This is an optimization exercise on Yosys and OpenROAD, whose aim is small area and a short achievable clock period, not a production implementation.
Function was checked by simulation only, so behaviour that the tests miss may differ from the original.

==> 04-18: inputs <==
// cordic_advanced
module cordic_advanced #(
    parameter DATA_WIDTH = 18,
    parameter ANGLE_WIDTH = 32,
    parameter ITERATIONS = 18,
    parameter PIPELINE_STAGES = 18
)(
    input  wire                         clk,
    input  wire                         rst_n,
    input  wire                         enable,
    input  wire signed [DATA_WIDTH-1:0] x_in,
    input  wire signed [DATA_WIDTH-1:0] y_in,
    input  wire signed [ANGLE_WIDTH-1:0] z_in,
    input  wire                         data_valid_in,
    output wire                         data_ready_out,
    output wire signed [DATA_WIDTH:0]   x_out,
    output wire signed [DATA_WIDTH:0]   y_out,
    output wire signed [ANGLE_WIDTH-1:0] z_out,
    output wire                         data_valid_out,
    input  wire                         data_ready_in,
    output wire                         overflow,
    output wire [15:0]                  iterations_count,
    output wire [31:0]                  throughput_counter
);
export LEC_CHECK = 0
export CAP_MARGIN = 20
export CORE_MARGIN = 2
export CORE_UTILIZATION = 40
export CTS_CLUSTER_DIAMETER = 100
export CTS_CLUSTER_SIZE = 30
export SETUP_SLACK_MARGIN = 0.3
export SLEW_MARGIN = 20
export SYNTH_HIERARCHICAL = 1
create_clock -name core_clock -period 4.5 [get_ports {clk}]
run.sh (not shown) runs the stock make flow with config.mk's settings and CLKGATE_MAP_FILE= SYNTH_SCRIPT=/design/flow/synth_recipe.tcl, a recipe that flattens the netlist after the stock synthesis.
==> 12-05 (differences from 04-18) <==
- SETUP_SLACK_MARGIN: 0.3 -> not set
==> results.txt <==
|  | 12-05 | 04-18 |
|---|---|---|
| Final RePlAce weighted congestion | 0.868 | 0.872 |
| Layout Nets | 8443 | 8502 |
| Uppermost metal layer occupied by signal nets | met4 | met5 |
| Run status | finished clean | finished clean |
| Final-layout clock-cell area share | 2.05% | 2.11% |
| Depth of the most critical reg-to-reg path | 27 | 21 |
| Combined area of the multi-input logic cells | 40300 um^2 | 41400 um^2 |
| Peak per-stage delay on the critical path | 0.44 ns | 0.45 ns |
| Max Clk Rate | 231 MHz | 236 MHz |
| Clock buffers created by TritonCTS | 38 | 39 |
| CTS clk-pin slew, worst paths | 0.12 ns | 0.11 ns |
| Final Routed Wirelength | 136000 um | 145000 um |


==> run a: inputs <==
cordic_advanced again, from the RTL that the note above started with.
==> flow/design.v (excerpt) <==
module cordic_advanced #(
    parameter DATA_WIDTH = 18,
    parameter ANGLE_WIDTH = 32,
    parameter ITERATIONS = 18,
    parameter PIPELINE_STAGES = 18
)(
    input  wire                         clk,
    input  wire                         rst_n,
    input  wire                         enable,
    input  wire signed [DATA_WIDTH-1:0] x_in,
    input  wire signed [DATA_WIDTH-1:0] y_in,
    input  wire signed [ANGLE_WIDTH-1:0] z_in,
    input  wire                         data_valid_in,
    output wire                         data_ready_out,
    output wire signed [DATA_WIDTH:0]   x_out,
    output wire signed [DATA_WIDTH:0]   y_out,
    output wire signed [ANGLE_WIDTH-1:0] z_out,
    output wire                         data_valid_out,
    input  wire                         data_ready_in,
    output wire                         overflow,
    output wire [15:0]                  iterations_count,
    output wire [31:0]                  throughput_counter
);
make LEC_CHECK=0 CAP_MARGIN=20 CORE_MARGIN=2 CORE_UTILIZATION=40 CTS_CLUSTER_DIAMETER=100 CTS_CLUSTER_SIZE=30 SETUP_SLACK_MARGIN=0.7 SLEW_MARGIN=20 SYNTH_HIERARCHICAL=1 finish   # period 4.5 ns
==> run b (differences from run a) <==
==> flow/config.mk (replaced) <==
export PLATFORM = sky130hd
export DESIGN_NAME = cordic_advanced
export DESIGN_NICKNAME = cordic_advanced
export VERILOG_FILES = /design/flow/design.v
export SDC_FILE = /design/flow/constraint.sdc
export NUM_CORES = 4
export LEC_CHECK = 0
export CAP_MARGIN = 5
export CORE_MARGIN = 2
export CORE_UTILIZATION = 40
export CTS_CLUSTER_DIAMETER = 100
export CTS_CLUSTER_SIZE = 30
export SLEW_MARGIN = 5
export SYNTH_HIERARCHICAL = 1
==> comparison <==
Non-clock buffer count: run b is lower than run a (169). Against run b, the sequential share of layout area of run a is lower by 1.4 points. Between run b and run a, the lower final area is in run b (gap about 5.5%, measured against run a). In synthesized area, run b and run a do not differ. Between run a and run b, the lower routed wire length is in run b (gap 3.6%, measured against run b). Against run a, the final cell count of run b is lower by about 1.6%.
==> figures <==
Ant diodes: run a 1; run b 2
Final Critical Period: run a 4.28 ns; run b 4.32 ns
Status: run a timing/DRC/antenna clean; run b timing/DRC/antenna clean
Number of global-route vias before repair: run a 48.2k; run b 47.1k
Number of buffers added for setup after CTS: run a 190; run b 5
Setup slack on the worst flop-to-flop path: run a 0.22 ns; run b 0.18 ns
Number of cells on the critical path: run a 28; run b 27
Routed metal-1 wirelength: run a 55900 µm; run b 56200 µm
Critical register-to-register path startpoint: run a dq9[0]; run b dq7[0]
CP arrival: run a 4.68 ns; run b 4.73 ns
Area occupied by multi-input gates: run a 0.0430 mm²; run b 0.0403 mm²
Routability-driven placement congestion ratio: run a 0.867; run b 0.868
Maximum net fanout on the critical path: run a 5; run b 7

what the ideal ports hide:
Ports are ideal in the flow. The routed layouts listed here were re-timed in OpenROAD. Step 1, drivers: a clkbuf_16 drives clk and a buf_2 each remaining input, both assumed. Step 2 adds t to the input delays and takes it off the output delays; t is the mean of the earliest and latest rising clock arrival at the registers after step 1. Input paths then give back, and output paths get back, about the clock's delay inside the block. a / b / c = ideal / step 1 / step 2; a / b = the first two.
run | shift t [ns] | slack for setup (ns) | slew at the worst register clock pin (ns)
04-18 | 0.715 | 0.263 / 0.221 / -0.391 | 0.12 / 0.12
12-05 | 0.712 | 0.179 / 0.139 / -0.346 | 0.12 / 0.12
run a | 0.699 | 0.221 / 0.221 / -0.331 | 0.12 / 0.12
run b | 0.712 | 0.179 / 0.139 / -0.346 | 0.12 / 0.12
Met with ideal ports but missed after step 2: setup timing in every run listed. The setup slack of 04-18, which loses most, moves by -0.042 ns with the drivers and by -0.654 ns with both steps.
